Context: an optimization exercise on an open-source flow, tuned for small area. The choices shown serve that exercise and are no tape-out recipe. In this exercise RTL edits were held to simulation tests only and were not proved equivalent to the original. The flow treats the clock pin as an ideal source, which a real chip does not have. No activity file was given, so power comes from the tool's default toggle rates.

File: flow/constraint.sdc
create_clock -name core_clock -period 125.0 [get_ports {clk}]
set_input_delay 25.0000 -clock core_clock [delete_from_list [all_inputs] [get_ports {clk}]]
set_output_delay 25.0000 -clock core_clock [all_outputs]
set_load 0.01 [all_outputs]
File: flow/design.v
`timescale 1ns / 1ps
module Top_module(
    input wire clk,
    input wire reset,
    input wire spi_miso,
    output wire spi_mosi,
    output wire spi_sck,
    output wire spi_cs,
    output wire uart_tx
);
    localparam K_INIT = 3'd0, K_CFG1 = 3'd1, K_CFG2 = 3'd2, K_START = 3'd3,
               K_POLL = 3'd4, K_READ = 3'd5, K_POLLOK = 3'd6;
    reg in_bit;
    wire act;
    reg [6:0] uc;
    reg [3:0] slot;
    reg [3:0] ch;
    reg [2:0] kind;      
    reg [11:0] c;
    reg mosi_r;
    wire in_gap = ~in_bit;
    wire [2:0] byte_i = c[10:8];
    wire [2:0] bit_i  = c[7:5];
    wire [4:0] k      = c[4:0];
    wire b7 = &bit_i;
    wire wrap = in_bit ? (b7 ? (c[4] & c[3] & c[2]) : (c[4] & c[3] & c[1]))
                       : (c[4] & c[3] & c[1] & c[0]);
    wire [11:0] c_inc = wrap ? {c[11:5] + 7'd1, 5'd0} : c + 12'd1;
    reg gap_end;
    always @(*) begin
        case (kind)
            K_INIT:  gap_end = &(c | ~12'd1376);    
            K_START: gap_end = &(c | ~12'd3432);    
            K_POLL:  gap_end = &(c | ~12'd3432);
            K_READ:  gap_end = (ch == 4'd12) & (slot == 4'd5) & (uc == 7'd28);  
            default: gap_end = c[1] & c[0];         
        endcase
    end
    reg [2:0] kind_next;
    always @(*) begin
        case (kind)
            K_INIT:  kind_next = K_CFG1;
            K_CFG1:  kind_next = K_CFG2;
            K_CFG2:  kind_next = K_START;
            K_START: kind_next = K_POLL;
            K_POLL:  kind_next = K_POLL;
            K_POLLOK: kind_next = K_READ;
            default: kind_next = K_START;
        endcase
    end
    wire seven = (kind == K_CFG1) | (kind == K_CFG2) | (kind == K_READ);
    wire last_byte = seven ? (byte_i == 3'd6) : (byte_i == 3'd3);
    wire xfer_end = in_bit & wrap & b7 & last_byte;
    reg [7:0] txb;
    always @(*) begin
        txb = 8'h00;
        case (kind)
            K_CFG1: case (byte_i)
                3'd0: txb = 8'h02; 3'd1: txb = 8'h02; 3'd2: txb = 8'h18;
                3'd3: txb = 8'hE8; 3'd4: txb = 8'h17; 3'd5: txb = 8'h70;
                default: txb = 8'h00;
            endcase
            K_CFG2: case (byte_i)
                3'd0: txb = 8'h02; 3'd1: txb = 8'h02; 3'd2: txb = 8'h20;
                3'd3: txb = 8'h79; 3'd4: txb = 8'hC6;
                default: txb = 8'h00;
            endcase
            K_START: case (byte_i)
                3'd0: txb = 8'h02; 3'd3: txb = 8'h89;
                default: txb = 8'h00;
            endcase
            K_POLL, K_POLLOK: txb = (byte_i == 3'd0) ? 8'h03 : 8'h00;
            default: case (byte_i)
                3'd0: txb = 8'h03; 3'd2: txb = 8'h30;
                default: txb = 8'h00;
            endcase
        endcase
    end
    wire tx_bit = txb[~bit_i];
    wire k0  = (k == 5'd0);
    wire k13 = c[3] & c[2] & ~c[1] & c[0];
    wire sample = in_bit & k13;
    always @(posedge clk or posedge reset) begin
        if (reset) begin
            in_bit <= 1'b0;
            kind <= K_INIT;
            c <= 12'd0;
            mosi_r <= 1'b0;
        end else begin
            if (in_bit & k0) mosi_r <= tx_bit;
            if ((kind == K_POLL) & sample & (byte_i == 3'd3) & (bit_i == 3'd1) & spi_miso)
                kind <= K_POLLOK;
            if (in_gap & gap_end) begin
                in_bit <= 1'b1;
                kind <= kind_next;
                c <= 12'd0;
            end else if (xfer_end) begin
                in_bit <= 1'b0;
                c <= 12'd0;
            end else
                c <= c_inc;
        end
    end
    assign spi_sck  = in_bit & (k >= 5'd14) & (k <= 5'd26);
    assign spi_cs   = in_gap;
    assign spi_mosi = mosi_r;
    reg [27:0] r;
    reg e1, e2, cy;
    reg s;               
    reg zf;              
    reg [3:0] dg;        
    reg run;             
    wire rd_gap = in_gap & (kind == K_READ);
    wire mulact = rd_gap & (c[11:7] == 5'd0) & (~act | (ch == 4'd1));    
    reg [19:0] wv;
    always @(*) begin
        case (ch)
            4'd3: wv = 20'd1000000;
            4'd4: wv = 20'd100000;
            4'd5: wv = 20'd10000;
            4'd7: wv = 20'd1000;
            4'd8: wv = 20'd100;
            4'd9: wv = 20'd10;
            default: wv = 20'd1;
        endcase
    end
    wire [4:0] kw = k - 5'd8;
    wire wbit = (k >= 5'd8) & wv[kw];
    wire sub = ~s;
    wire first = k0;
    wire opx = r[0];
    wire opy = mulact ? (e2 & (k[4:1] != 4'd0)) : (wbit ^ sub);
    wire cin = first ? (sub & ~mulact) : cy;
    wire sum = opx ^ opy ^ cin;
    wire cout = (opx & opy) | (opx & cin) | (opy & cin);
    wire active = mulact | run;
    wire pend = (k == 5'd27);
    wire flip = sub ^ cout;
    wire wr3 = sample & (byte_i == 3'd3) & bit_i[2];
    wire wr4 = sample & (byte_i == 3'd4);
    wire wr5 = sample & (byte_i == 3'd5);
    wire wr6 = sample & (byte_i == 3'd6);
    always @(posedge clk) begin
        r <= {active ? sum : r[0], r[27:1]};
        if (wr3) r[21] <= 1'b0;
        if (wr4) r[19] <= spi_miso;
        if (wr5) r[17] <= spi_miso;
        if (wr6) r[15] <= spi_miso;
        e1 <= r[0];
        e2 <= e1;
        cy <= cout;
    end
    wire digch_prev = (ch == 4'd3) | (ch == 4'd4) | (ch == 4'd5) | (ch == 4'd7) |
                      (ch == 4'd8) | (ch == 4'd9) | (ch == 4'd10);
    wire window = act & digch_prev & (slot >= 4'd6) & (slot <= 4'd8);
    always @(posedge clk) begin
        if (mulact) begin
            s <= 1'b0;
            zf <= 1'b1;
            dg <= 4'd0;
        end else if (pend) begin
            if (run) begin
                if (flip)
                    s <= ~s;
                else
                    dg <= dg + 4'd1;
            end else if (window) begin
                dg <= 4'd0;
                zf <= zf & (dg == 4'd0);
            end
        end
    end
    always @(posedge clk)
        if (pend) run <= window | (act & run & (s ^ flip));
    wire ustart = rd_gap & c[2] & ~act;
    wire slot_end = (slot == 4'd9) ? (uc[6] & uc[5] & uc[3]) :
                                     (uc[6] & uc[5] & uc[2] & uc[1] & uc[0]);
    assign act = (ch != 4'd0);
    always @(posedge clk or posedge reset) begin
        if (reset)
            ch <= 4'd0;
        else if (ustart | (act & slot_end & (slot == 4'd9)))
            ch <= ch + 4'd1;
    end
    always @(posedge clk) begin
        if (ustart) begin
            uc <= 7'd0;
            slot <= 4'd0;
        end else if (slot_end) begin
            uc <= 7'd0;
            slot <= (slot == 4'd9) ? 4'd0 : slot + 4'd1;
        end else
            uc <= uc + 7'd1;
    end
    wire [2:0] db = slot[2:0] - 3'd1;
    wire digch = (ch == 4'd4) | (ch == 4'd5) | (ch == 4'd6) | (ch == 4'd8) |
                 (ch == 4'd9) | (ch == 4'd10) | (ch == 4'd11);
    reg [7:0] cb;
    always @(*) begin
        case (ch)
            4'd1: cb = 8'h54;
            4'd2: cb = 8'h3A;
            4'd7: cb = 8'h2E;
            4'd13: cb = 8'h43;
            4'd14: cb = 8'h0D;
            4'd15: cb = 8'h0A;
            default: cb = 8'h20;
        endcase
    end
    wire blank = zf & (dg == 4'd0) & ((ch == 4'd4) | (ch == 4'd5));
    wire [7:0] dchar = {3'b001, ~blank, dg};
    wire [7:0] chr = digch ? dchar : cb;
    reg dbit;
    always @(*) begin
        if (slot == 4'd0) dbit = 1'b0;
        else if (slot == 4'd9) dbit = 1'b1;
        else dbit = chr[db];
    end
    assign uart_tx = ~act | dbit;
endmodule
File: flow/flow/resynth.tcl
# Re-map the combinational logic of the standard synthesis netlist with an
# area-oriented ABC script. Flip-flops and tie cells stay as they are.
yosys -import
set lib $::env(RS_LIB)
read_liberty -ignore_miss_func $lib
blackbox sky130_fd_sc_hd__df* sky130_fd_sc_hd__edf* sky130_fd_sc_hd__sdf* sky130_fd_sc_hd__sedf* sky130_fd_sc_hd__dl* sky130_fd_sc_hd__conb_1
read_verilog $::env(RS_IN)
hierarchy -top Top_module
flatten
opt_clean -purge
tee -o $::env(RS_TAG)_before.stat stat
# the platform's DONT_USE_CELLS
set dont_use {-dont_use sky130_fd_sc_hd__lpflow_bleeder_1 -dont_use sky130_fd_sc_hd__lpflow_clkbufkapwr_1 -dont_use sky130_fd_sc_hd__lpflow_clkbufkapwr_16 -dont_use sky130_fd_sc_hd__lpflow_clkbufkapwr_2 -dont_use sky130_fd_sc_hd__lpflow_clkbufkapwr_4 -dont_use sky130_fd_sc_hd__lpflow_clkbufkapwr_8 -dont_use sky130_fd_sc_hd__lpflow_clkinvkapwr_1 -dont_use sky130_fd_sc_hd__lpflow_clkinvkapwr_16 -dont_use sky130_fd_sc_hd__lpflow_clkinvkapwr_2 -dont_use sky130_fd_sc_hd__lpflow_clkinvkapwr_4 -dont_use sky130_fd_sc_hd__lpflow_clkinvkapwr_8 -dont_use sky130_fd_sc_hd__lpflow_decapkapwr_12 -dont_use sky130_fd_sc_hd__lpflow_decapkapwr_3 -dont_use sky130_fd_sc_hd__lpflow_decapkapwr_4 -dont_use sky130_fd_sc_hd__lpflow_decapkapwr_6 -dont_use sky130_fd_sc_hd__lpflow_decapkapwr_8 -dont_use sky130_fd_sc_hd__lpflow_inputiso0n_1 -dont_use sky130_fd_sc_hd__lpflow_inputiso0p_1 -dont_use sky130_fd_sc_hd__lpflow_inputiso1n_1 -dont_use sky130_fd_sc_hd__lpflow_inputiso1p_1 -dont_use sky130_fd_sc_hd__lpflow_inputisolatch_1 -dont_use sky130_fd_sc_hd__lpflow_isobufsrc_1 -dont_use sky130_fd_sc_hd__lpflow_isobufsrc_16 -dont_use sky130_fd_sc_hd__lpflow_isobufsrc_2 -dont_use sky130_fd_sc_hd__lpflow_isobufsrc_4 -dont_use sky130_fd_sc_hd__lpflow_isobufsrc_8 -dont_use sky130_fd_sc_hd__lpflow_isobufsrckapwr_16 -dont_use sky130_fd_sc_hd__lpflow_lsbuf_lh_hl_isowell_tap_1 -dont_use sky130_fd_sc_hd__lpflow_lsbuf_lh_hl_isowell_tap_2 -dont_use sky130_fd_sc_hd__lpflow_lsbuf_lh_hl_isowell_tap_4 -dont_use sky130_fd_sc_hd__lpflow_lsbuf_lh_isowell_4 -dont_use sky130_fd_sc_hd__lpflow_lsbuf_lh_isowell_tap_1 -dont_use sky130_fd_sc_hd__lpflow_lsbuf_lh_isowell_tap_2 -dont_use sky130_fd_sc_hd__lpflow_lsbuf_lh_isowell_tap_4 -dont_use sky130_fd_sc_hd__probe_p_8 -dont_use sky130_fd_sc_hd__probec_p_8}
abc -liberty $lib {*}$dont_use -script $::env(RS_ABC)
read_liberty -lib -overwrite $lib
hierarchy -top Top_module
splitnets
opt_clean -purge
hilomap -singleton -hicell sky130_fd_sc_hd__conb_1 HI -locell sky130_fd_sc_hd__conb_1 LO
insbuf -buf sky130_fd_sc_hd__buf_4 A X
opt_clean -purge
tee -o $::env(RS_TAG)_after.stat stat -liberty $lib
check -assert
write_verilog -noattr -nohex -nodec $::env(RS_OUT)
File: flow/flow/area.abc
strash; &get -n; &deepsyn -T 60; &put; dc2; &get -n; &dch -f; &nf -a -R 1000; &put; topo
File: flow/flow/run.sh
#!/bin/bash
# Standard synthesis, then the combinational logic is re-mapped by ABC with
# area-oriented scripts (registers kept as the standard synthesis made them;
# four seeds, the smallest netlist is kept), then the standard layout from
# that netlist with the smallest port buffers and a small clock tree.
set -euo pipefail
R=orfs/results/${FLOW_PLATFORM}/Top_module/base
bash standard.sh synth > synth_standard.log 2>&1
cp $R/1_2_yosys.v standard_1_2_yosys.v
export RS_LIB=${FLOW_HOME}/platforms/${FLOW_PLATFORM}/lib/sky130_fd_sc_hd__tt_025C_1v80.lib
export RS_IN=standard_1_2_yosys.v
for i in 1 2 3 4; do
  sed "s/&deepsyn -T 60/&deepsyn -T 60 -S $i/" flow/area.abc > area_$i.abc
  RS_ABC=area_$i.abc RS_OUT=resynth_$i.v RS_TAG=resynth_$i \
    yosys -c flow/resynth.tcl > resynth_$i.log 2>&1 &
done
wait
best=""; besta=""
for i in 1 2 3 4; do
  if [[ -s resynth_$i.v ]]; then
    a=$(awk '/Chip area/ {print $NF}' resynth_${i}_after.stat)
    echo "seed $i: $a" >> resynth_pick.log
    if [[ -z "$besta" ]] || awk -v a="$a" -v b="$besta" 'BEGIN{exit !(a<b)}'; then best=$i; besta=$a; fi
  fi
done
echo "picked seed $best ($besta)" >> resynth_pick.log
cp resynth_$best.v $R/1_2_yosys.v
rm -f $R/1_synth.odb $R/1_synth.sdc
bash standard.sh synth > synth_odb.log 2>&1
bash standard.sh \
  "BUFFER_PORTS_ARGS=-buffer_cell sky130_fd_sc_hd__buf_1" \
  "CTS_ARGS=-sink_clustering_enable -buf_list sky130_fd_sc_hd__clkbuf_4 -root_buf sky130_fd_sc_hd__clkbuf_4 -dont_use_dummy_load -repair_clock_nets" \
  finish > finish.log 2>&1
File: flow/standard.sh
#!/bin/bash
# synth_recipe.tcl (not shown) runs the flow's synth.tcl, then flattens the netlist and writes it again
# the make line also repeats each setting of config.mk as NAME=value (left out here)
make -C /OpenROAD-flow-scripts/flow DESIGN_CONFIG=/design/flow/config.mk WORK_HOME=/design/flow/orfs CLKGATE_MAP_FILE= SYNTH_SCRIPT=/design/flow/synth_recipe.tcl "${@:-finish}"
File: flow/config.mk
export PLATFORM = sky130hd
export DESIGN_NAME = Top_module
export DESIGN_NICKNAME = Top_module
export VERILOG_FILES = /design/flow/design.v
export SDC_FILE = /design/flow/constraint.sdc
export NUM_CORES = 4
export LEC_CHECK = 0
export CAP_MARGIN = 20
export CORE_MARGIN = 2
export CORE_UTILIZATION = 75
export PLACE_DENSITY = 0.85
export SLEW_MARGIN = 20
==> results of run 1 <==
## power breakdown
part	internal (uW)	switching (uW)	leakage, uW	total [uW]
logic	0.0176	0.155	0.000487	0.173
clock network	3.34	6.48	0.0000414	9.82
registers	22.4	0	0.000661	22.4
## critical path, delay by kind of cell (launching register included)
family / cells / cell delay (ns)
AO/OA/AOI/OAI: 2 / 0.34
buffers and inverters: 1 / 0.15
flip-flops: 1 / 0.62
AND/OR/NAND/NOR: 3 / 0.76
## metrics by stage
stage	instances	util [%]	hold WS [ns]	total power, uW
finish	399	84.2	0.323	32.4
CTS	399	84.2	0.321	32.4
detailed placement	390	82.4	0.312	23.1
global route	399	84.2	0.321	33.5
floorplan	336	-	0.310	23.0
global placement	390	82.4	0.311	23.1
## worst max path at each step
stage	start	depth (start not counted)	endpoint	slack, ns
after floorplan	ch[2]$_DFFE_PP0P_	4	uart_tx	98.61
after global placement	ch[2]$_DFFE_PP0P_	6	uart_tx	98.44
after detailed placement	ch[2]$_DFFE_PP0P_	6	uart_tx	98.30
after CTS	ch[2]$_DFFE_PP0P_	6	uart_tx	97.84
after global routing	ch[2]$_DFFE_PP0P_	6	uart_tx	97.55
final	ch[2]$_DFFE_PP0P_	6	uart_tx	97.72
## state kept, by name, summed over array words and instances (netlist names)
register,count
c,12
ch,4
cy,1
dg,4
e1,1
e2,1
in_bit,1
kind,3
mosi_r,1
r,28
run,1
s,1
slot,4
uc,7
zf,1
## cells in the final DEF (no fill, tap or decap), types with 11 or more instances in the layout
| master | count |
|---|---|
| dfrtp_1 | 21 |
| nand2b_1 | 12 |
| a21oi_1 | 27 |
| nor3_1 | 22 |
| dfxtp_1 | 48 |
| nand2_1 | 19 |
| o21ai_0 | 15 |
| nand3_1 | 12 |
| and3_1 | 11 |
| nor2_1 | 55 |
## layout make-up
| class | count | area [sq um] | share of cell area, % |
|---|---|---|---|
| Clock buffer | 9 | 67.6 | 2.14 |
| Tap cell | 48 | 60.1 | 1.91 |
| Sequential cell | 70 | 1520 | 48.1 |
| Timing Repair Buffer | 6 | 22.5 | 0.715 |
| Inverter | 3 | 11.3 | 0.357 |
| Multi-Input combinational cell | 263 | 1470 | 46.7 |
## per-layer routing
metal	up-vias	global-route usage [%]	share of wire (%)
li1	1251	-	-
met4	0	17.9	4.5
met2	168	60.1	47
met3	38	7.17	8.4
met1	1198	46.3	40
met5	-	0	0
==> flow_summary.toml, run 1 <==
[run_status]
status = "no timing/DRC/antenna violations"

[placement]
post-place-ws_ns = 98.30
io_buffers = 6
place.gp.congestion = 1.03
postPlaceCellArea_sq_um = 3080
dp_hpwl_um = 5210

[drt]
vias_per_cell = 6.65
drtIter0Drc = 449
drc = 0
wirelength_um = 7400
routedWlPerCell_um = 18.5
vias = 2655
first_pass_iters = 6
postRouteAntennaNets = 0

[sta]
clock-skew-final_ns = 0.0350
finalSetupViolCount = 0
hold_viol = 0
worst_pin_slew_ns = 0.785
rsz0062_at_grt = "no"
fin_tns_setup_ns = 0
slew-limit-headroom_pct = 47.3
finalWorstSetupSlack_ns = 97.72
fin_crit_ns = 27.28
final.period_utilization_pct = 21.8
fmax_mhz = 36.7
slew_viol_final = 0

[synth]
ys_warn_count = 1
synth_cells = 336
synth_nets = 339
synth.avg_cell_area_sq_um = 8.93
netlist_area_sq_um = 3000

[clock_network]
hold_buffers = 0
clockBufferDepth = 2
cts_sinks = 70
cts_setup_buffers = 0
cts_tree = "yes"
path_clk_slew_ns = 0.11
cts_max_level = 3
cts_resized = 0
worstSkewPairLatency_ns = 0.41
cts-buffers-inserted = 9
cts-root-buf = "clkbuf_4"

[pwr]
powerDensity_nw_per_um2 = 10.3
p_leak_uw = 0.00119
ir_worst_vdd_uv = 9.41

[finish]
layout.nets = 356
diodes = 0
layout-drive-gt1-share_pct = 2.56
area_delta_synth_final_pct = 5.00
fin_area_sq_um = 3150
fill_cells = 231

[worst_hold_path]
hp-start = "r[14]$_DFF_P_"
hold_path_end = "r[13]$_DFF_P_"
holdPathStages = 0
hold_class = "flip-flop to flip-flop"

[global_routing]
grt_pass1_wl_um = 11900
grt_max_degree = 22
track_usage_pct = 36.6
antenna_found_initial = 0
grt_pass1_vias = 2406
grt_overflow_total = 0

[worst_setup_path]
reg2reg_depth = 18
crit_path_end_kind = "output pin"
crit_path_start_kind = "flip-flop"
required_ns = 100.00
cpPeakStageDelay_ns = 0.62
rr_startpoint = "ch[1]$_DFFE_PP0P_"
r2r-end = "dg[3]$_SDFFE_PP0P_"
r2r_slack_ns = 121.33
crit_arrival_ns = 2.28
critical_path.max_fanout = 15
crit_type = "flip-flop to output pin"
slowest_stage = "dfrtp_1"
cp_cell_sequence = "nand2_1 -> nor3_1 -> nor4_1 -> o21ai_0 -> a31oi_1 -> buf_1"

[floorplanning]
coreArea_sq_um = 3740
die_h_um = 67.3
rows = 22
dieWidth_um = 67.3
io_pins = 7
start_util_pct = 80.1
die_area_sq_um = 4520

[run]
drv_cap = 0
==> run 2: changes to the inputs <==
--- a/flow/design.v
+++ b/flow/design.v
@@ -10,5 +10,5 @@
 );
     localparam K_INIT = 3'd0, K_CFG1 = 3'd1, K_CFG2 = 3'd2, K_START = 3'd3,
-               K_POLL = 3'd4, K_READ = 3'd5, K_POLLOK = 3'd6;
+               K_POLL = 3'd4, K_READ = 3'd5, K_POLLOK = 3'd6, K_RST = 3'd7;
     reg in_bit;
     wire act;
@@ -30,5 +30,6 @@
     always @(*) begin
         case (kind)
-            K_INIT:  gap_end = &(c | ~12'd1376);    
+            K_INIT:  gap_end = &(c | ~12'd1371);    
+            K_RST:   gap_end = 1'b0;
             K_START: gap_end = &(c | ~12'd3432);    
             K_POLL:  gap_end = &(c | ~12'd3432);
@@ -84,6 +85,5 @@
         if (reset) begin
             in_bit <= 1'b0;
-            kind <= K_INIT;
-            c <= 12'd0;
+            kind <= K_RST;
             mosi_r <= 1'b0;
         end else begin
@@ -91,15 +91,18 @@
             if ((kind == K_POLL) & sample & (byte_i == 3'd3) & (bit_i == 3'd1) & spi_miso)
                 kind <= K_POLLOK;
+            if (kind == K_RST)
+                kind <= K_INIT;
             if (in_gap & gap_end) begin
                 in_bit <= 1'b1;
                 kind <= kind_next;
-                c <= 12'd0;
-            end else if (xfer_end) begin
+            end else if (xfer_end)
                 in_bit <= 1'b0;
-                c <= 12'd0;
-            end else
-                c <= c_inc;
         end
     end
+    always @(posedge clk)
+        if ((kind == K_RST) | (in_gap & gap_end) | xfer_end)
+            c <= 12'd0;
+        else
+            c <= c_inc;
     assign spi_sck  = in_bit & (k >= 5'd14) & (k <= 5'd26);
     assign spi_cs   = in_gap;
==> flow/flow/run.sh (replaced) <==
#!/bin/bash
# Standard synthesis, then the combinational logic is re-mapped by ABC with
# area-oriented scripts (registers kept as the standard synthesis made them;
# eight variants, the smallest netlist is kept), then the standard layout from
# that netlist with the smallest port buffers and a small clock tree.
set -euo pipefail
R=orfs/results/${FLOW_PLATFORM}/Top_module/base
bash standard.sh synth > synth_standard.log 2>&1
cp $R/1_2_yosys.v standard_1_2_yosys.v
export RS_LIB=${FLOW_HOME}/platforms/${FLOW_PLATFORM}/lib/sky130_fd_sc_hd__tt_025C_1v80.lib
export RS_IN=standard_1_2_yosys.v
# eight variants: four deepsyn seeds, each mapped two ways; four at a time
variant() {
  local i=$1 seed=$(( ($1 - 1) % 4 + 1 ))
  if (( i <= 4 )); then
    echo "strash; &get -n; &deepsyn -T 60 -S $seed; &put; dc2; &get -n; &dch -f; &nf -a -R 1000; &put; topo" > area_$i.abc
  else
    echo "strash; &get -n; &deepsyn -T 60 -S $seed; &put; dch -f; amap; topo" > area_$i.abc
  fi
  RS_ABC=area_$i.abc RS_OUT=resynth_$i.v RS_TAG=resynth_$i \
    yosys -c flow/resynth.tcl > resynth_$i.log 2>&1 || true
}
for i in 1 2 3 4; do variant $i & done
wait
for i in 5 6 7 8; do variant $i & done
wait
best=""; besta=""
for i in 1 2 3 4 5 6 7 8; do
  if [[ -s resynth_$i.v && -s resynth_${i}_after.stat ]]; then
    a=$(awk '/Chip area/ {print $NF}' resynth_${i}_after.stat)
    echo "variant $i: $a" >> resynth_pick.log
    if [[ -z "$besta" ]] || awk -v a="$a" -v b="$besta" 'BEGIN{exit !(a<b)}'; then best=$i; besta=$a; fi
  fi
done
echo "picked variant $best ($besta)" >> resynth_pick.log
cp resynth_$best.v $R/1_2_yosys.v
rm -f $R/1_synth.odb $R/1_synth.sdc
bash standard.sh synth > synth_odb.log 2>&1
bash standard.sh \
  "BUFFER_PORTS_ARGS=-buffer_cell sky130_fd_sc_hd__buf_1" \
  "CTS_ARGS=-sink_clustering_enable -buf_list sky130_fd_sc_hd__clkbuf_4 -root_buf sky130_fd_sc_hd__clkbuf_4 -dont_use_dummy_load -repair_clock_nets" \
  finish > finish.log 2>&1
removed: flow/flow/area.abc
==> run 2 against run 1 <==
  * Sequential power is essentially flat
  * Wire length grew 2.5%
  * Clock skew grew 0.0065 ns
  * Fmax shrank 0.55%
  * Critical endpoint unchanged
  * Largest power group unchanged
  * Highest routed layer unchanged
==> flow_summary.toml, run 2 <==
[run_status]
status = "no timing/DRC/antenna violations"

[worst_setup_path]
crit_path_start_kind = "flip-flop"
crit_type = "flip-flop to output pin"
cp.buffers_inverters = 2
critical_path.max_fanout = 10
cp_top_family = "simple AND/OR/NAND/NOR gates"
cp_cell_sequence = "clkinv_1 -> nor2_1 -> nand2_1 -> nand2_1 -> a22oi_1 -> o2111a_1 -> nor3_1 -> nor3_1 -> o21ai_0 -> buf_1"
cpPeakStageDelay_ns = 0.42
slowest_stage = "dfrtp_1"
crit_arrival_ns = 2.43
required_ns = 100.00
crit_path_end_kind = "output pin"

[clock_network]
clockBufferDepth = 2
cts_resized = 0
cts_tree = "yes"
cts_sinks = 70
cts-root-buf = "clkbuf_4"
cts-buffers-inserted = 9
cts_setup_buffers = 0
cts_max_level = 3
worstSkewPairLatency_ns = 0.42
path_clk_slew_ns = 0.13
hold_buffers = 0

[sta]
slew_viol_final = 0
final.period_utilization_pct = 21.9
fin_tns_setup_ns = 0
hold_viol = 0
slew-limit-headroom_pct = 46.6
whs_ns = 0.322
clock-skew-final_ns = 0.0415
worst_pin_slew_ns = 0.795
rsz0062_at_grt = "no"
fmax_mhz = 36.5
finalSetupViolCount = 0
fin_crit_ns = 27.43

[pwr]
switching_share_pct = 21.2
power_frac_clock_pct = 31.1
p_sw_uw = 6.93
p_leak_uw = 0.00116
p_int_uw = 25.8
ir_worst_vdd_uv = 9.74
seqPwrFrac_pct = 68.5
powerDensity_nw_per_um2 = 10.5
combPwrFrac_pct = 0.4

[finish]
regMostFlops = "r"
fill_cells = 231
fin_area_sq_um = 3100
area_delta_synth_final_pct = 5.32
final_common_cell = "nor2_1"
largest_reg_flops = 28
final_cell_mix = "nor2_1, dfxtp_1, clkinv_1"
diodes = 0
layout-drive-gt1-share_pct = 3.34
reg.largest.list = "r: 28 flops, c: 12 flops, uc: 7 flops"
layout.nets = 394

[drt]
drtIter0Drc = 430
vias = 2894
first_pass_iters = 7
routedWlPerCell_um = 17.4
drc = 0
wirelength_um = 7590
vias_per_cell = 6.62
postRouteAntennaNets = 0

[worst_hold_path]
hold_class = "flip-flop to flip-flop"

[synth]
synth_nets = 377
netlist_area_sq_um = 2940
ys_warn_count = 1
synth.avg_cell_area_sq_um = 7.87
synth_cells = 374

[floorplanning]
start_util_pct = 79.2
rows = 22
die_h_um = 66.6
die_area_sq_um = 4440
io_pins = 7
dieWidth_um = 66.6
coreArea_sq_um = 3720

[placement]
dp_hpwl_um = 5470
postPlaceCellArea_sq_um = 3020
io_buffers = 6
place.gp.congestion = 0.987

[global_routing]
track_usage_pct = 37.4
grt_pass1_wl_um = 12300
grt_max_degree = 15
grt_overflow_total = 0
grt_pass1_vias = 2595
antenna_found_initial = 0

[run]
drv_cap = 0
-- run 2: worst paths after layout --
check                               startpoint                   to  slack (ns)  cells past startpoint
setup / recovery             ch[1]$_DFFE_PP0P_              uart_tx       97.57                     10
hold / removal                   r[24]$_DFF_P_        r[23]$_DFF_P_        0.32                      0
setup reg to reg           kind[2]$_DFFE_PP1P_   dg[3]$_SDFFE_PP0P_      120.66                     17
hold reg to reg                  r[24]$_DFF_P_        r[23]$_DFF_P_        0.32                      0
max in group asynchronous                reset  kind[0]$_DFFE_PP1P_      100.22                      2
min in group asynchronous                reset   mosi_r$_DFFE_PP0P_       24.47                      2
-- run 2: stage by stage --
stage                     util, %  total power, uW  std cells  worst slack, ns
after floorplan                 -             22.9        374            98.28
after global placement       81.4             23.0        428            98.11
after detailed placement     81.4             23.0        428            98.08
after CTS                    83.2             32.6        437            97.64
after global routing         83.4             33.5        437            97.38
final                        83.4             32.7        437            97.57
-- run 2: final cells by class --
class                   count  area [sq um]  share of cell area, %
clock buffers               9          67.6                   2.18
well taps                  48          60.1                   1.94
multi-input cells         264          1340                   43.2
flip-flops and latches     70          1460                   47.1
inverters                  40           150                   4.85
repair buffers              6          22.5                  0.727
-- run 2: power by group through the flow --
stage               Clock (uW)  Combinational (uW)  Sequential, uW
detailed placement           0               0.122            22.9
global placement             0               0.112            22.9
floorplan                    0              0.0653            22.9
finish                    10.2               0.120            22.4
CTS                       10.1               0.120            22.4
global route              10.9               0.136            22.4
-- run 2: metal layers --
metal	part of all wire (%)	global-route usage (%)	wire, um	vias up
met1	40	48.6	3070	1285
met2	46	59.6	3490	221
met3	9.8	8.78	745	39
li1	-	-	-	1349
met5	0	0	0	-
met4	3.6	16.3	274	0
==> run 3: changes to the inputs <==
--- a/flow/design.v
+++ b/flow/design.v
@@ -9,6 +9,6 @@
     output wire uart_tx
 );
-    localparam K_INIT = 3'd0, K_CFG1 = 3'd1, K_CFG2 = 3'd2, K_START = 3'd3,
-               K_POLL = 3'd4, K_READ = 3'd5, K_POLLOK = 3'd6, K_RST = 3'd7;
+    localparam K_RST = 3'd0, K_INIT = 3'd1, K_CFG1 = 3'd2, K_CFG2 = 3'd3,
+               K_START = 3'd4, K_POLL = 3'd5, K_READ = 3'd6, K_POLLOK = 3'd7;
     reg in_bit;
     wire act;
@@ -34,5 +34,5 @@
             K_START: gap_end = &(c | ~12'd3432);    
             K_POLL:  gap_end = &(c | ~12'd3432);
-            K_READ:  gap_end = (ch == 4'd12) & (slot == 4'd5) & (uc == 7'd28);  
+            K_READ:  gap_end = ch[3] & ch[2] & slot[2] & slot[0] & uc[4] & uc[3] & uc[2];
             default: gap_end = c[1] & c[0];         
         endcase
@@ -51,5 +51,5 @@
     end
     wire seven = (kind == K_CFG1) | (kind == K_CFG2) | (kind == K_READ);
-    wire last_byte = seven ? (byte_i == 3'd6) : (byte_i == 3'd3);
+    wire last_byte = seven ? (byte_i[2] & byte_i[1]) : (byte_i[1] & byte_i[0]);
     wire xfer_end = in_bit & wrap & b7 & last_byte;
     reg [7:0] txb;
@@ -89,5 +89,5 @@
         end else begin
             if (in_bit & k0) mosi_r <= tx_bit;
-            if ((kind == K_POLL) & sample & (byte_i == 3'd3) & (bit_i == 3'd1) & spi_miso)
+            if ((kind == K_POLL) & sample & byte_i[1] & byte_i[0] & (bit_i == 3'd1) & spi_miso)
                 kind <= K_POLLOK;
             if (kind == K_RST)
@@ -105,5 +105,5 @@
         else
             c <= c_inc;
-    assign spi_sck  = in_bit & (k >= 5'd14) & (k <= 5'd26);
+    assign spi_sck  = in_bit & (k[4] ? ~(k[3] & (k[2] | (k[1] & k[0]))) : (k[3] & k[2] & k[1]));
     assign spi_cs   = in_gap;
     assign spi_mosi = mosi_r;
@@ -115,5 +115,5 @@
     reg run;             
     wire rd_gap = in_gap & (kind == K_READ);
-    wire mulact = rd_gap & (c[11:7] == 5'd0) & (~act | (ch == 4'd1));    
+    wire mulact = rd_gap & (c[11:7] == 5'd0) & (ch[3:1] == 3'd0);    
     reg [19:0] wv;
     always @(*) begin
@@ -138,10 +138,10 @@
     wire cout = (opx & opy) | (opx & cin) | (opy & cin);
     wire active = mulact | run;
-    wire pend = (k == 5'd27);
+    wire pend = k[4] & k[3] & k[1] & k[0];    
     wire flip = sub ^ cout;
     wire wr3 = sample & (byte_i == 3'd3) & bit_i[2];
-    wire wr4 = sample & (byte_i == 3'd4);
-    wire wr5 = sample & (byte_i == 3'd5);
-    wire wr6 = sample & (byte_i == 3'd6);
+    wire wr4 = sample & byte_i[2] & ~byte_i[1] & ~byte_i[0];
+    wire wr5 = sample & byte_i[2] & byte_i[0];
+    wire wr6 = sample & byte_i[2] & byte_i[1];
     always @(posedge clk) begin
         r <= {active ? sum : r[0], r[27:1]};
@@ -156,5 +156,6 @@
     wire digch_prev = (ch == 4'd3) | (ch == 4'd4) | (ch == 4'd5) | (ch == 4'd7) |
                       (ch == 4'd8) | (ch == 4'd9) | (ch == 4'd10);
-    wire window = act & digch_prev & (slot >= 4'd6) & (slot <= 4'd8);
+    wire slot9 = slot[3] & slot[0];
+    wire window = digch_prev & ((slot[2] & slot[1]) | (slot[3] & ~slot[0]));
     always @(posedge clk) begin
         if (mulact) begin
@@ -177,5 +178,5 @@
         if (pend) run <= window | (act & run & (s ^ flip));
     wire ustart = rd_gap & c[2] & ~act;
-    wire slot_end = (slot == 4'd9) ? (uc[6] & uc[5] & uc[3]) :
+    wire slot_end = slot9 ? (uc[6] & uc[5] & uc[3]) :
                                      (uc[6] & uc[5] & uc[2] & uc[1] & uc[0]);
     assign act = (ch != 4'd0);
@@ -183,5 +184,5 @@
         if (reset)
             ch <= 4'd0;
-        else if (ustart | (act & slot_end & (slot == 4'd9)))
+        else if (ustart | (act & slot_end & slot9))
             ch <= ch + 4'd1;
     end
@@ -192,5 +193,5 @@
         end else if (slot_end) begin
             uc <= 7'd0;
-            slot <= (slot == 4'd9) ? 4'd0 : slot + 4'd1;
+            slot <= slot9 ? 4'd0 : slot + 4'd1;
         end else
             uc <= uc + 7'd1;
@@ -217,5 +218,5 @@
     always @(*) begin
         if (slot == 4'd0) dbit = 1'b0;
-        else if (slot == 4'd9) dbit = 1'b1;
+        else if (slot9) dbit = 1'b1;
         else dbit = chr[db];
     end
--- a/flow/flow/run.sh
+++ b/flow/flow/run.sh
@@ -37,6 +37,10 @@
 rm -f $R/1_synth.odb $R/1_synth.sdc
 bash standard.sh synth > synth_odb.log 2>&1
-bash standard.sh \
-  "BUFFER_PORTS_ARGS=-buffer_cell sky130_fd_sc_hd__buf_1" \
-  "CTS_ARGS=-sink_clustering_enable -buf_list sky130_fd_sc_hd__clkbuf_4 -root_buf sky130_fd_sc_hd__clkbuf_4 -dont_use_dummy_load -repair_clock_nets" \
-  finish > finish.log 2>&1
+KNOBS=("BUFFER_PORTS_ARGS=-buffer_cell sky130_fd_sc_hd__buf_1"
+       "CTS_ARGS=-sink_clustering_enable -buf_list sky130_fd_sc_hd__clkbuf_4 -root_buf sky130_fd_sc_hd__clkbuf_4 -dont_use_dummy_load -repair_clock_nets")
+bash standard.sh "${KNOBS[@]}" cts > cts.log 2>&1
+# upsize the clock buffers whose flip-flops would see a slow clock edge
+CLKFIX_RESULTS=$R CLKFIX_LIB=$RS_LIB CLKFIX_PLATFORM=${FLOW_HOME}/platforms/${FLOW_PLATFORM} \
+  CLKFIX_CELL=sky130_fd_sc_hd__clkbuf_8 CLKFIX_LIMIT=0.112 \
+  openroad -no_init -exit flow/clkfix.tcl > clkfix.log 2>&1
+bash standard.sh "${KNOBS[@]}" finish > finish.log 2>&1
==> flow/flow/clkfix.tcl (new file) <==
# After CTS: a clock buffer whose flip-flops see a clock slew over
# CLKFIX_LIMIT (ns, estimated from placement) is swapped for CLKFIX_CELL.
set R $::env(CLKFIX_RESULTS)
read_db $R/4_cts.odb
read_liberty $::env(CLKFIX_LIB)
read_sdc $R/4_cts.sdc
source $::env(CLKFIX_PLATFORM)/setRC.tcl
set_propagated_clock [all_clocks]
estimate_parasitics -placement
set db [ord::get_db]
set block [ord::get_db_block]
set big [$db findMaster $::env(CLKFIX_CELL)]
proc worst_sink_slew {} {
  set worst [dict create]
  foreach p [get_pins -hierarchical */CLK] {
    set s [get_property $p slew_max]
    set net [get_nets -of_objects $p]
    set drv [get_pins -of_objects $net -filter "direction == output"]
    if { [llength $drv] == 0 } { continue }
    set inst [get_property [get_cells -of_objects $drv] name]
    if { ![dict exists $worst $inst] || [dict get $worst $inst] < $s } { dict set worst $inst $s }
  }
  return $worst
}
set worst [worst_sink_slew]
dict for {inst s} $worst {
  puts [format "clock driver %s: worst flip-flop clock slew %.4f" $inst $s]
  if { $s > $::env(CLKFIX_LIMIT) } {
    set i [$block findInst $inst]
    if { $i != "NULL" && [string match *clkbuf* [[$i getMaster] getName]] } {
      $i swapMaster $big
      puts "  swapped $inst to $::env(CLKFIX_CELL)"
    }
  }
}
detailed_placement
check_placement
estimate_parasitics -placement
dict for {inst s} [worst_sink_slew] { puts [format "after: %s %.4f" $inst $s] }
write_db $R/4_cts.odb
==> run 3 against run 2 <==
  * Global-route usage fell by 1.9 points
  * Cell count fell by 2.5%
  * Clock-buffer cell count did not move
  * Clock power barely moved
  * Non-clock buffer count did not move
  * Sequential power barely moved
  * Core utilization fell by 0.63 points
  * Fmax fell by 0.82%
  * Wire length fell by 9.6%
  * Flip-flop and latch count did not move
  * Critical path type unchanged
  * Still clean
  * Die area fell by 1.5%
  * Register-to-register slack improved by 0.03 ns
==> flow_summary.toml, run 3 <==
[sta]
fin_tns_setup_ns = 0
rsz0062_at_grt = "no"
finalSetupViolCount = 0
clock-skew-final_ns = 0.0249
worst_pin_slew_ns = 0.607
fin_crit_ns = 27.65
finalWorstSetupSlack_ns = 97.35
whs_ns = 0.313
slew-limit-headroom_pct = 59.0
final.period_utilization_pct = 22.1
slew_viol_final = 0
fmax_mhz = 36.2
hold_viol = 0

[worst_setup_path]
crit_path_start_kind = "flip-flop"
crit_type = "flip-flop to output pin"
required_ns = 100.00
cpMostUsedCell = "nor2_1"
crit_arrival_ns = 2.65
slowest_stage = "dfrtp_1"
cp_top_family = "simple AND/OR/NAND/NOR gates"
cpPeakStageDelay_ns = 0.46
cp.buffers_inverters = 3
cp_cell_sequence = "clkinv_1 -> nor2_1 -> nor2_1 -> clkinv_1 -> nor2_1 -> o21ai_0 -> a31oi_1 -> o221a_1 -> or4_1 -> buf_1"
crit_path_end_kind = "output pin"
critical_path.max_fanout = 7

[clock_network]
cts_tree = "yes"
cts-root-buf = "clkbuf_4"
cts_max_level = 3
cts_setup_buffers = 0
cts_sinks = 70
clockBufferDepth = 2
hold_buffers = 0
cts_resized = 0
path_clk_slew_ns = 0.08
cts-buffers-inserted = 9
worstSkewPairLatency_ns = 0.41

[floorplanning]
die_area_sq_um = 4370
dieWidth_um = 66.1
rows = 22
io_pins = 7
die_h_um = 66.1
start_util_pct = 78.5
coreArea_sq_um = 3690

[run]
drv_cap = 0

[finish]
fill_cells = 217
layout-drive-gt1-share_pct = 2.38
reg.largest.list = "r: 28 flops, c: 12 flops, uc: 7 flops"
final_common_cell = "nor2_1"
final_cell_mix = "nor2_1, dfxtp_1, clkinv_1"
largest_reg_flops = 28
postLayoutCoreUtil_pct = 82.7
regMostFlops = "r"
fin_area_sq_um = 3050
diodes = 0
area_delta_synth_final_pct = 5.40
layout.nets = 383

[drt]
drc = 0
vias = 2709
postRouteAntennaNets = 0
first_pass_iters = 5
wirelength_um = 6860
routedWlPerCell_um = 16.1
vias_per_cell = 6.36
drtIter0Drc = 387

[run_status]
status = "no timing/DRC/antenna violations"

[synth]
synth.avg_cell_area_sq_um = 7.98
ys_warn_count = 1
synth_cells = 363
synth_nets = 366
netlist_area_sq_um = 2900

[global_routing]
grt_pass1_vias = 2494
antenna_found_initial = 0
grt_pass1_wl_um = 11600
grt_overflow_total = 0
track_usage_pct = 35.6
grt_max_degree = 13

[placement]
postPlaceCellArea_sq_um = 2980
io_buffers = 6
place.gp.congestion = 1.00
dp_hpwl_um = 5020
post-place-ws_ns = 97.86

[worst_hold_path]
hold_class = "flip-flop to flip-flop"

[pwr]
powerDensity_nw_per_um2 = 10.7
ir_worst_vdd_uv = 12.6
p_leak_uw = 0.00110
[run 3: cell type report]
type | instances | area [sq um] | area share, %
Clock buffer | 9 | 73.8 | 2.42
Inverter | 47 | 176 | 5.78
Multi-Input combinational cell | 246 | 1260 | 41.4
Sequential cell | 70 | 1460 | 47.7
Tap cell | 48 | 60.1 | 1.97
Timing Repair Buffer | 6 | 22.5 | 0.738
[run 3: metal layers]
metal | track usage (%) | up-vias | routed length (um)
met2 | 55.6 | 166 | 3150
met1 | 45.1 | 1219 | 2870
met4 | 14.8 | 0 | 235
met5 | 0 | - | 0
met3 | 11.9 | 30 | 608
li1 | - | 1294 | -
[run 3: path summary, 6_finish.rpt]
| check | start | end | slack, ns | depth (start not counted) |
|---|---|---|---|---|
| setup / recovery | ch[2]$_DFFE_PP0P_ | uart_tx | 97.35 | 10 |
| hold / removal | r[14]$_DFF_P_ | r[13]$_DFF_P_ | 0.31 | 0 |
| setup reg to reg | ch[2]$_DFFE_PP0P_ | dg[3]$_SDFFE_PP0P_ | 120.69 | 20 |
| hold reg to reg | r[14]$_DFF_P_ | r[13]$_DFF_P_ | 0.31 | 0 |
| max in group asynchronous | reset | kind[0]$_DFFE_PP0P_ | 100.31 | 2 |
| min in group asynchronous | reset | ch[0]$_DFFE_PP0P_ | 24.47 | 2 |
[run 3: where the power goes]
| part | total, uW | switching, uW | internal [uW] |
|---|---|---|---|
| combinational | 0.114 | 0.0884 | 0.0254 |
| sequential | 22.4 | 0 | 22.4 |
| clock | 10.2 | 6.55 | 3.67 |
| total | 32.7 | 6.64 | 26.1 |
[run 3: worst reg2reg max path, cell delays in order (launching register included)]
cell and delay (ns):
dfrtp_1 0.46, clkinv_1 0.13, nor2_1 0.10, nor2_1 0.20, clkinv_1 0.16, nor3_1 0.32
a22oi_1 0.17, o2111ai_1 0.11, o221ai_1 0.19, or2_0 0.24, a31oi_1 0.28, a21oi_1 0.11
o21ai_0 0.50, nor2_1 0.10, a21oi_1 0.17, and3_1 0.23, nand2_1 0.10, nor2_1 0.18
and2_0 0.22, nor2_1 0.05, a211oi_1 0.22
[run 3: per-stage QoR]
step	power, uW	std cells
floorplan	22.9	363
global placement	23.0	417
detailed placement	23.0	417
CTS	32.5	426
global route	33.9	426
finish	32.7	426
==> run 4: changes to the inputs <==
--- a/flow/design.v
+++ b/flow/design.v
@@ -181,10 +181,9 @@
                                      (uc[6] & uc[5] & uc[2] & uc[1] & uc[0]);
     assign act = (ch != 4'd0);
-    always @(posedge clk or posedge reset) begin
-        if (reset)
+    always @(posedge clk)
+        if (kind == K_RST)
             ch <= 4'd0;
         else if (ustart | (act & slot_end & slot9))
             ch <= ch + 4'd1;
-    end
     always @(posedge clk) begin
         if (ustart) begin
@@ -221,4 +220,4 @@
         else dbit = chr[db];
     end
-    assign uart_tx = ~act | dbit;
+    assign uart_tx = ~act | dbit | (kind == K_RST);
 endmodule
==> run 4 against run 3 <==
  * Fmax increased by 0.55%
  * Hold slack improved by 0.0028 ns
  * Cell count decreased by 0.94%
  * Register-to-register slack improved by 0.20 ns
  * Final area decreased by 1.5%
  * Core utilization decreased by 0.61 points
  * Flip-flop and latch count unchanged
  * Critical path type unchanged
  * Critical endpoint unchanged
  * Largest power group unchanged
==> flow_summary.toml, run 4 <==
[synth]
ys_warn_count = 1
synth_nets = 362
synth_cells = 359
synth.avg_cell_area_sq_um = 7.94
netlist_area_sq_um = 2850

[worst_hold_path]
hold_class = "flip-flop to flip-flop"
holdPathStages = 0

[drt]
vias_per_cell = 6.46
postRouteAntennaNets = 0
drtIter0Drc = 319
routedWlPerCell_um = 16.6
wirelength_um = 7020
first_pass_iters = 5
drc = 0
vias = 2725

[global_routing]
grt_max_degree = 14
antenna_found_initial = 0
grt_pass1_vias = 2523
track_usage_pct = 36.1
grt_pass1_wl_um = 11500
grt_overflow_total = 0

[worst_setup_path]
crit_arrival_ns = 2.50
required_ns = 100.00
crit_path_start_kind = "flip-flop"
reg2reg_depth = 18
crit_type = "flip-flop to output pin"
r2r_slack_ns = 120.89
crit_path_end_kind = "output pin"
critical_path.max_fanout = 10

[pwr]
ir_worst_vdd_uv = 10.3
p_leak_uw = 0.00110
p_total_uw = 33.0
powerDensity_nw_per_um2 = 11.0

[finish]
seq_area_sq_um = 1440
final_common_cell = "nor2_1"
postLayoutCoreUtil_pct = 82.1
regMostFlops = "r"
area_delta_synth_final_pct = 5.49
final_cell_mix = "nor2_1, dfxtp_1, clkinv_1"
fin_area_sq_um = 3010
fill_cells = 230
diodes = 0
multi_input_area_sq_um = 1260
reg.largest.list = "r: 28 flops, c: 12 flops, uc: 7 flops"
largest_reg_flops = 28
layout-drive-gt1-share_pct = 2.41
layout.nets = 379

[sta]
fin_crit_ns = 27.50
fin_tns_setup_ns = 0
slew-limit-headroom_pct = 32.8
clock-skew-final_ns = 0.0384
slew_viol_final = 0
rsz0062_at_grt = "no"
hold_viol = 0
final.period_utilization_pct = 22.0
worst_pin_slew_ns = 1.00
fmax_mhz = 36.4
finalSetupViolCount = 0

[clock_network]
cts-buffers-inserted = 9
cts_tree = "yes"
cts-root-buf = "clkbuf_4"
cts_sinks = 70
clockBufferDepth = 2
cts_setup_buffers = 0
worstSkewPairLatency_ns = 0.43
cts_resized = 0
hold_buffers = 0
path_clk_slew_ns = 0.11
cts_max_level = 3

[floorplanning]
rows = 22
die_area_sq_um = 4310
start_util_pct = 77.9
die_h_um = 65.6
coreArea_sq_um = 3660
io_pins = 7
dieWidth_um = 65.6

[placement]
dp_hpwl_um = 5070
io_buffers = 6
place.gp.congestion = 0.950
postPlaceCellArea_sq_um = 2930

[run]
drv_cap = 0

[run_status]
status = "no timing/DRC/antenna violations"
-- run 4: per-layer routing --
| metal | track usage, % | wire length, um | up-vias |
|---|---|---|---|
| met1 | 42.8 | 2920 | 1226 |
| met2 | 60.9 | 3360 | 158 |
| li1 | - | - | 1301 |
| met4 | 14.6 | 212 | 0 |
| met5 | 0 | 0 | - |
| met3 | 10.8 | 532 | 40 |
-- run 4: critical path, cell delays in order, from the launching register on --
cell,delay (ns)
dfxtp_1,0.52
clkinv_1,0.25
a21oi_1,0.27
o21ai_0,0.11
o21ai_0,0.14
o21ai_0,0.10
o21a_1,0.12
nor3_1,0.12
a31oi_1,0.06
a21oi_1,0.12
nand4b_1,0.13
buf_1,0.16
-- run 4: final cells by class --
class                           instances  share of cell area, %
Inverter                               42                   5.24
Sequential cell                        70                   47.8
Clock buffer                            9                   2.46
Multi-Input combinational cell        247                   41.8
Tap cell                               48                   2.00
Timing Repair Buffer                    6                  0.749
-- run 4: stage by stage --
stage	hold slack, ns	worst slack (ns)	instances
finish	0.316	97.50	422
CTS	0.317	97.53	422
global route	0.319	97.08	422
global placement	0.311	98.02	413
detailed placement	0.312	97.99	413
floorplan	0.310	98.33	359
-- run 4: final timing paths --
path,from,end
max in group asynchronous,reset,kind[0]$_DFFE_PP0P_
hold / removal,r[21]$_SDFF_PP0_,r[20]$_DFF_P_
min in group asynchronous,reset,kind[1]$_DFFE_PP0P_
setup / recovery,ch[1]$_SDFFE_PP0P_,uart_tx
hold reg to reg,r[21]$_SDFF_PP0_,r[20]$_DFF_P_
setup reg to reg,ch[1]$_SDFFE_PP0P_,dg[3]$_SDFFE_PP0P_
-- run 4: power breakdown --
| part | internal (uW) | switching (uW) | total [uW] | leakage, uW |
|---|---|---|---|---|
| Sequential | 22.3 | 0 | 22.3 | 0.000589 |
| Combinational | 0.0269 | 0.0808 | 0.108 | 0.000463 |
| Clock | 3.68 | 6.83 | 10.5 | 0.0000440 |
==> run 5: changes to the inputs <==
==> flow/flow/run.sh (replaced) <==
#!/bin/bash
# Layout flow: the standard synthesis; its combinational logic re-mapped by
# ABC with area-oriented scripts (registers kept exactly as the standard
# synthesis made them), keeping the smallest of several randomized runs and
# then re-running from the best netlist for a few rounds; then the standard
# layout from that netlist with the smallest port buffers and a small clock
# tree. Each tool writes its full output to a log file here.
set -euo pipefail
R=orfs/results/${FLOW_PLATFORM}/Top_module/base
bash standard.sh synth > synth_standard.log 2>&1
cp $R/1_2_yosys.v standard_1_2_yosys.v
export RS_LIB=${FLOW_HOME}/platforms/${FLOW_PLATFORM}/lib/sky130_fd_sc_hd__tt_025C_1v80.lib

# variant N: deepsyn with seed N from netlist $2, then mapped by &nf or amap
variant() {
  local i=$1 in=$2 map
  if (( i % 2 )); then map="dc2; &get -n; &dch -f; &nf -a -R 1000; &put"; else map="dch -f; amap"; fi
  echo "strash; &get -n; &deepsyn -T 60 -S $i; &put; $map; topo" > area_$i.abc
  RS_IN=$in RS_ABC=area_$i.abc RS_OUT=resynth_$i.v RS_TAG=resynth_$i \
    yosys -c flow/resynth.tcl > resynth_$i.log 2>&1 || true
}
best=""; besta=""
pick() {
  local i a
  for i in "$@"; do
    if [[ -s resynth_$i.v && -s resynth_${i}_after.stat ]]; then
      a=$(awk '/Chip area/ {print $NF}' resynth_${i}_after.stat)
      echo "variant $i: $a" >> resynth_pick.log
      if [[ -z "$besta" ]] || awk -v a="$a" -v b="$besta" 'BEGIN{exit !(a<b)}'; then best=$i; besta=$a; fi
    fi
  done
}
# round 1: eight runs from the standard netlist, four at a time
for batch in "1 2 3 4" "5 6 7 8"; do
  for i in $batch; do variant $i standard_1_2_yosys.v & done
  wait
done
pick 1 2 3 4 5 6 7 8
# rounds 2-4: four runs from the best netlist so far
for round in 2 3 4; do
  if [[ -z "$best" ]]; then break; fi
  from=resynth_$best.v
  ids=""
  for j in 1 2 3 4; do
    i=$(( round * 10 + j ))
    ids="$ids $i"
    variant $i $from &
  done
  wait
  pick $ids
done
if [[ -z "$best" ]]; then
  echo "no variant; keeping the standard netlist" >> resynth_pick.log
  cp standard_1_2_yosys.v resynth_0.v
  best=0
fi
echo "picked variant $best ($besta)" >> resynth_pick.log
cp resynth_$best.v $R/1_2_yosys.v
rm -f $R/1_synth.odb $R/1_synth.sdc
bash standard.sh synth > synth_odb.log 2>&1

KNOBS=("BUFFER_PORTS_ARGS=-buffer_cell sky130_fd_sc_hd__buf_1"
       "CTS_ARGS=-sink_clustering_enable -buf_list sky130_fd_sc_hd__clkbuf_4 -root_buf sky130_fd_sc_hd__clkbuf_4 -dont_use_dummy_load -repair_clock_nets")
bash standard.sh "${KNOBS[@]}" cts > cts.log 2>&1
# upsize the clock buffers whose flip-flops would see a slow clock edge
CLKFIX_RESULTS=$R CLKFIX_LIB=$RS_LIB CLKFIX_PLATFORM=${FLOW_HOME}/platforms/${FLOW_PLATFORM} \
  CLKFIX_CELL=sky130_fd_sc_hd__clkbuf_8 CLKFIX_LIMIT=0.112 \
  openroad -no_init -exit flow/clkfix.tcl > clkfix.log 2>&1 || true
bash standard.sh "${KNOBS[@]}" finish > finish.log 2>&1
==> run 5 against run 4 <==
  * Flip-flop and latch count is the same
  * Critical path depth decreased by 1
  * Cell count rose by 0.95%
  * Wire length up 4.1%
  * First-iteration DRC count increased by 53%
  * Final area rose by 0.29%
  * Power shrank 0.57%
  * Hold slack lost 0.011 ns
  * Die area grew 0.29%
  * Sequential share of layout area fell by 0.14 points
  * Critical path type unchanged
  * Global-route usage is 1.2 points higher
==> flow_summary.toml, run 5 <==
[run_status]
status = "no timing/DRC/antenna violations"

[sta]
rsz0062_at_grt = "no"
fin_tns_setup_ns = 0
finalSetupViolCount = 0
slew-limit-headroom_pct = 32.6
fmax_mhz = 36.7
hold_viol = 0
worst_pin_slew_ns = 1.00
fin_crit_ns = 27.22
clock-skew-final_ns = 0.0296
slew_viol_final = 0
final.period_utilization_pct = 21.8

[finish]
layout.nets = 383
seq_area_sq_um = 1440
final_cell_mix = "nor2_1, dfxtp_1, clkinv_1"
layout-drive-gt1-share_pct = 2.38
final_common_cell = "nor2_1"
regMostFlops = "r"
reg.largest.list = "r: 28 flops, c: 12 flops, uc: 7 flops"
fill_cells = 236
multi_input_area_sq_um = 1240
diodes = 0
area_delta_synth_final_pct = 5.47
largest_reg_flops = 28
postLayoutCoreUtil_pct = 82.4

[drt]
drc = 0
first_pass_iters = 9
routedWlPerCell_um = 17.2
vias = 2716
wirelength_um = 7310
drtIter0Drc = 489
postRouteAntennaNets = 0
vias_per_cell = 6.38

[worst_hold_path]
hold_class = "flip-flop to flip-flop"
holdPathStages = 0

[worst_setup_path]
crit_path_end_kind = "output pin"
critical_path.max_fanout = 5
crit_arrival_ns = 2.22
crit_path_start_kind = "flip-flop"
crit_type = "flip-flop to output pin"
reg2reg_depth = 16
required_ns = 100.00

[clock_network]
cts-buffers-inserted = 9
worstSkewPairLatency_ns = 0.40
clockBufferDepth = 2
cts_sinks = 70
cts-root-buf = "clkbuf_4"
cts_setup_buffers = 0
cts_resized = 0
path_clk_slew_ns = 0.10
cts_max_level = 3
hold_buffers = 0
cts_tree = "yes"

[pwr]
power_frac_clock_pct = 31.5
p_sw_uw = 6.72
p_int_uw = 26.1
switching_share_pct = 20.5
seqPwrFrac_pct = 68.2
powerDensity_nw_per_um2 = 10.9
combPwrFrac_pct = 0.3
p_leak_uw = 0.00109
ir_worst_vdd_uv = 11.8

[global_routing]
grt_max_degree = 14
grt_pass1_wl_um = 11900
track_usage_pct = 37.3
grt_busiest_layer = "met2"
grt_pass1_vias = 2597
grtUsageMet1_pct = 43.3
grt_overflow_total = 0
met2_usage_pct = 62.9
antenna_found_initial = 0
grt_use_met3_pct = 7.88

[floorplanning]
io_pins = 7
coreArea_sq_um = 3660
die_h_um = 65.7
dieWidth_um = 65.7
start_util_pct = 78.1
die_area_sq_um = 4320
rows = 22

[synth]
ys_warn_count = 1
synth_nets = 366
synth_cells = 363
synth.avg_cell_area_sq_um = 7.88
netlist_area_sq_um = 2860

[placement]
io_buffers = 6
place.gp.congestion = 0.971
dp_hpwl_um = 5340

[run]
drv_cap = 0
-- run 5: metrics by stage --
step	setup slack (ns)	std cells	instance area, sq um	total power, uW	hold WS, ns
after CTS	97.83	426	3010	32.3	0.315
after floorplan	98.50	363	2860	22.9	0.310
final	97.78	426	3020	32.8	0.304
after detailed placement	98.25	417	2940	23.0	0.312
after global routing	97.60	426	3020	33.7	0.304
after global placement	98.28	417	2940	23.0	0.310
-- run 5: critical path, stage by stage, from the launching register on --
cell	delay, ns
dfxtp_1	0.45
clkinv_1	0.19
nor2_1	0.23
clkinv_1	0.16
nor2_1	0.16
o21a_1	0.16
a31oi_1	0.04
nor2_1	0.10
nor4_1	0.05
o21ai_0	0.13
buf_1	0.16
-- run 5: power by group through the flow --
stage | registers [uW] | clock network [uW] | logic (uW)
after CTS | 22.4 | 9.88 | 0.0929
final | 22.3 | 10.3 | 0.0937
after global placement | 22.9 | 0 | 0.0917
after floorplan | 22.9 | 0 | 0.0526
after global routing | 22.4 | 11.3 | 0.103
after detailed placement | 22.9 | 0 | 0.0926
-- run 5: worst paths after layout --
| path | startpoint | end | slack, ns |
|---|---|---|---|
| setup / recovery | ch[2]$_SDFFE_PP0P_ | uart_tx | 97.78 |
| hold / removal | r[21]$_SDFF_PP0_ | r[20]$_DFF_P_ | 0.30 |
| setup reg to reg | kind[2]$_DFFE_PP0P_ | dg[2]$_SDFFE_PP0P_ | 120.97 |
| hold reg to reg | r[21]$_SDFF_PP0_ | r[20]$_DFF_P_ | 0.30 |
| max in group asynchronous | reset | in_bit$_DFFE_PP0P_ | 100.41 |
| min in group asynchronous | reset | mosi_r$_DFFE_PP0P_ | 24.43 |
-- run 5: metal layers --
layer | vias to the layer above | routed length (um) | part of all wire, %
li1 | 1297 | - | -
met1 | 1214 | 2970 | 41
met2 | 173 | 3580 | 49
met3 | 32 | 524 | 7.2
met4 | 0 | 241 | 3.3
met5 | - | 0 | 0
-- run 5: layout make-up --
type / count / share of cell area, %
multi-input cells: 244 / 41.1
repair buffers: 6 / 0.747
clock buffers: 9 / 2.45
well taps: 48 / 1.99
inverters: 49 / 6.10
flip-flops and latches: 70 / 47.6

-- afterwards: timing with drivers on the ports --
The results above use ideal ports. As a check the final layouts listed here were re-extracted and re-timed, cells and wires unchanged. Step 1 (the two cells are an assumption about what drives the block):
set clk [get_ports {clk}]
set_driving_cell -lib_cell sky130_fd_sc_hd__clkbuf_16 $clk
set_driving_cell -lib_cell sky130_fd_sc_hd__buf_2 [delete_from_list [all_inputs] $clk]
Step 2 times the ports against the registers' clock, not the clock port: input delays grow and output delays shrink by t, the midpoint of the rising clock arrivals with the driver on. a / b / c = ideal ports / drivers / drivers and shift; a / b = the first two.
run	shift t [ns]	setup slack, ns	hold slack, ns	worst setup path after step 2
run 1	0.423	97.724 / 97.698 / 98.121	0.323 / 0.323 / 0.323	register to output
run 2	0.427	97.573 / 97.544 / 97.971	0.322 / 0.322 / 0.322	register to output
run 3	0.427	97.346 / 97.319 / 97.747	0.313 / 0.313 / 0.313	register to output
run 4	0.431	97.498 / 97.473 / 97.904	0.316 / 0.316 / 0.316	register to output
run 5	0.416	97.777 / 97.751 / 98.167	0.304 / 0.304 / 0.304	register to output
After both steps setup and hold are still met in every run listed.
